This design comes from an exercise in tuning for small area and a short achievable clock period on the open sky130 flow, not from production work.
At most, simulation tests tie the RTL to the original design; equivalence was not proved.
Power and IR drop assume default switching activity.

## Nbit_ALU_Register
module Nbit_ALU_Register (r2, r3, ALUop, r0, clk);
parameter n = 32;
input[n-1:0] r2, r3;
input[2:0] ALUop;
input clk;
output [n-1:0] r0;
wire[n-1:0] r1;
Nbit_ALU #(n) alu1 (.r1(r1), .r2(r2), .r3(r3), .ALUop(ALUop) );
Nbit_Register #(n) reg1 (.outo(r0), .ino(r1), .clk(clk) );
endmodule
==> flow/config.mk <==
export PLATFORM = sky130hd
export DESIGN_NAME = Nbit_ALU_Register
export DESIGN_NICKNAME = Nbit_ALU_Register
export VERILOG_FILES = /design/flow/design.v
export SDC_FILE = /design/flow/constraint.sdc
export NUM_CORES = 4
export LEC_CHECK = 0
export CAP_MARGIN = 20
export CORE_MARGIN = 2
export CORE_UTILIZATION = 60
export CTS_BUF_LIST = sky130_fd_sc_hd__clkbuf_4
export GPL_TIMING_DRIVEN = 0
export SLEW_MARGIN = 20
export SYNTH_HIERARCHICAL = 1
export SYNTH_MINIMUM_KEEP_SIZE = 0
==> flow/constraint.sdc <==
create_clock -name core_clock -period 15.5 [get_ports {clk}]
set_input_delay 3.1000 -clock core_clock [delete_from_list [all_inputs] [get_ports {clk}]]
set_output_delay 3.1000 -clock core_clock [all_outputs]
set_load 0.01 [all_outputs]
standard.sh (not shown) runs the stock make flow with config.mk's settings and CLKGATE_MAP_FILE= SYNTH_SCRIPT=/design/flow/synth_recipe.tcl, a recipe that flattens the netlist after the stock synthesis.
==> flow/flow/run.sh <==
#!/bin/bash
# Standard ORFS layout with two changes: the ports are buffered with buf_1 (instead of the
# delay buffer buffer_ports picks by default), and timing repair aims for a setup slack of
# 10.1 ns, so that it sizes the critical paths for a shorter period than the clock's.
set -euo pipefail
export BUFFER_PORTS_ARGS="-buffer_cell sky130_fd_sc_hd__buf_1"
export SETUP_SLACK_MARGIN=10.1
bash standard.sh > standard.log 2>&1
The first run completed with no timing, DRC or antenna violations.
Change:
--- a/flow/design.v
+++ b/flow/design.v
@@ -20,58 +20,46 @@
 `timescale 1ns / 1ps
 module Nbit_ALU(r1, r2, r3, ALUop);
 parameter n = 32;
 input  [n-1:0] r2, r3;
 input  [2:0]   ALUop;
 output [n-1:0] r1;
 wire o02n;
 g_nor2 u_o02n (.a(ALUop[0]), .b(ALUop[2]), .y(o02n));
-wire t0n_d0;
-g_mux2i u_t0n_d0 (.a0(ALUop[0]), .a1(ALUop[1]), .s(ALUop[2]), .y(t0n_d0));
-wire t0n_d1;
-g_mux2i u_t0n_d1 (.a0(ALUop[0]), .a1(ALUop[1]), .s(ALUop[2]), .y(t0n_d1));
+wire t0n_d;
+g_mux2i u_t0n_d (.a0(ALUop[0]), .a1(ALUop[1]), .s(ALUop[2]), .y(t0n_d));
 wire t0n_0;
-g_buf u_t0n_0 (.a(t0n_d0), .y(t0n_0));
+g_buf u_t0n_0 (.a(t0n_d), .y(t0n_0));
 wire t0n_1;
-g_buf u_t0n_1 (.a(t0n_d1), .y(t0n_1));
-wire t0n_dx;
-g_mux2i u_t0n_dx (.a0(ALUop[0]), .a1(ALUop[1]), .s(ALUop[2]), .y(t0n_dx));
-wire t1n_d0;
-g_xor2 u_t1n_d0 (.a(ALUop[1]), .b(o02n), .y(t1n_d0));
-wire t1n_d1;
-g_xor2 u_t1n_d1 (.a(ALUop[1]), .b(o02n), .y(t1n_d1));
+g_buf u_t0n_1 (.a(t0n_d), .y(t0n_1));
+wire t1n_d;
+g_xor2 u_t1n_d (.a(ALUop[1]), .b(o02n), .y(t1n_d));
 wire t1n_0;
-g_buf u_t1n_0 (.a(t1n_d0), .y(t1n_0));
+g_buf u_t1n_0 (.a(t1n_d), .y(t1n_0));
 wire t1n_1;
-g_buf u_t1n_1 (.a(t1n_d1), .y(t1n_1));
-wire esn_d0;
-g_o21a u_esn_d0 (.a1(ALUop[1]), .a2(ALUop[0]), .b1(ALUop[2]), .y(esn_d0));
-wire esn_d1;
-g_o21a u_esn_d1 (.a1(ALUop[1]), .a2(ALUop[0]), .b1(ALUop[2]), .y(esn_d1));
+g_buf u_t1n_1 (.a(t1n_d), .y(t1n_1));
+wire esn_d;
+g_o21a u_esn_d (.a1(ALUop[1]), .a2(ALUop[0]), .b1(ALUop[2]), .y(esn_d));
 wire esn_0;
-g_buf u_esn_0 (.a(esn_d0), .y(esn_0));
+g_buf u_esn_0 (.a(esn_d), .y(esn_0));
 wire esn_1;
-g_buf u_esn_1 (.a(esn_d1), .y(esn_1));
-wire ecn_d0;
-g_nand2b u_ecn_d0 (.an(ALUop[1]), .b(ALUop[2]), .y(ecn_d0));
-wire ecn_d1;
-g_nand2b u_ecn_d1 (.an(ALUop[1]), .b(ALUop[2]), .y(ecn_d1));
+g_buf u_esn_1 (.a(esn_d), .y(esn_1));
+wire ecn_d;
+g_nand2b u_ecn_d (.an(ALUop[1]), .b(ALUop[2]), .y(ecn_d));
 wire ecn_0;
-g_buf u_ecn_0 (.a(ecn_d0), .y(ecn_0));
+g_buf u_ecn_0 (.a(ecn_d), .y(ecn_0));
 wire ecn_1;
-g_buf u_ecn_1 (.a(ecn_d1), .y(ecn_1));
-wire enn_d0;
-g_nand2b u_enn_d0 (.an(ALUop[2]), .b(ALUop[1]), .y(enn_d0));
-wire enn_d1;
-g_nand2b u_enn_d1 (.an(ALUop[2]), .b(ALUop[1]), .y(enn_d1));
+g_buf u_ecn_1 (.a(ecn_d), .y(ecn_1));
+wire enn_d;
+g_nand2b u_enn_d (.an(ALUop[2]), .b(ALUop[1]), .y(enn_d));
 wire enn_0;
-g_buf u_enn_0 (.a(enn_d0), .y(enn_0));
+g_buf u_enn_0 (.a(enn_d), .y(enn_0));
 wire enn_1;
-g_buf u_enn_1 (.a(enn_d1), .y(enn_1));
+g_buf u_enn_1 (.a(enn_d), .y(enn_1));
 wire en_d;
 g_inv u_en_d (.a(enn_0), .y(en_d));
 wire en_0;
 g_buf u_en_0 (.a(en_d), .y(en_0));
 wire en_1;
 g_buf u_en_1 (.a(en_d), .y(en_1));
 wire op01n;
 g_nand2 u_op01n (.a(ALUop[0]), .b(ALUop[1]), .y(op01n));
@@ -397,17 +385,17 @@
 g_nand2 u_gn31 (.a(r2[31]), .b(bb31), .y(gn31));
 wire tn31;
 g_nor2 u_tn31 (.a(r2[31]), .b(bb31), .y(tn31));
 wire pn31;
 g_nand2b u_pn31 (.an(tn31), .b(gn31), .y(pn31));
 wire y31;
 g_o22ai u_y31 (.a1(gn31), .a2(ecn_1), .b1(pn31), .b2(esn_1), .y(y31));
 wire t0p;
-g_inv u_t0p (.a(t0n_dx), .y(t0p));
+g_inv u_t0p (.a(t0n_d), .y(t0p));
 wire G0n;
 g_mux2i u_G0n (.a0(t0p), .a1(r2[0]), .s(r3[0]), .y(G0n));
 wire G1_1;
 g_o21ai u_G1_1 (.a1(tn1), .a2(G0n), .b1(gn1), .y(G1_1));
 wire G1_3;
 g_o21ai u_G1_3 (.a1(tn3), .a2(gn2), .b1(gn3), .y(G1_3));
 wire T1_3;
 g_nor2 u_T1_3 (.a(tn3), .b(tn2), .y(T1_3));
Design area falls by 2.2%.
Flip-flop and latch count is unchanged.
Die area falls by 1.6%.
Sequential power barely changes.
Fmax rises by 1.2%.
Utilization falls by 1.2 points.
Worst hold slack is worse by 41 ps.
Sequential share of layout area rises by 0.42 points.
Count of clock-buffer cells in the layout falls by 2.
Worst setup slack is better by 61 ps.
Wire length falls by 1.2%.
Non-clock buffer count falls by 4.
Clock power rises by about 2%.
For the first run of this note, only the layout was checked, not whether the RTL still works.

-- what the ideal ports hide --
Ports are ideal in the flow. The routed layouts listed here were re-timed in OpenROAD. Step 1: set_driving_cell puts a clkbuf_16 on clk and a buf_2 on each other input, an assumption about the parent block. Step 2 also shifts input and output timing later by t, the mid clock arrival at the registers, as if the neighbouring blocks saw the same clock. Three values: ideal ports, drivers, drivers and shift; two values: the first two.
| run | shift t [ns] | setup slack, ns | worst hold slack (ns) | worst setup path at the end | worst slew at a driven data input, ns |
|---|---|---|---|---|---|
| the first run | 0.355 | 10.243 / 10.249 / 9.893 | 3.161 / 3.154 / 3.510 | input to register | 0.04 |
| the second run | 0.365 | 10.305 / 10.294 / 9.929 | 3.120 / 3.128 / 3.493 | input to register | 0.05 |
After both steps every run listed still meets setup and hold. For the second run, which loses most, drivers alone change the setup slack by -0.011 ns; drivers and shift together by -0.376 ns.
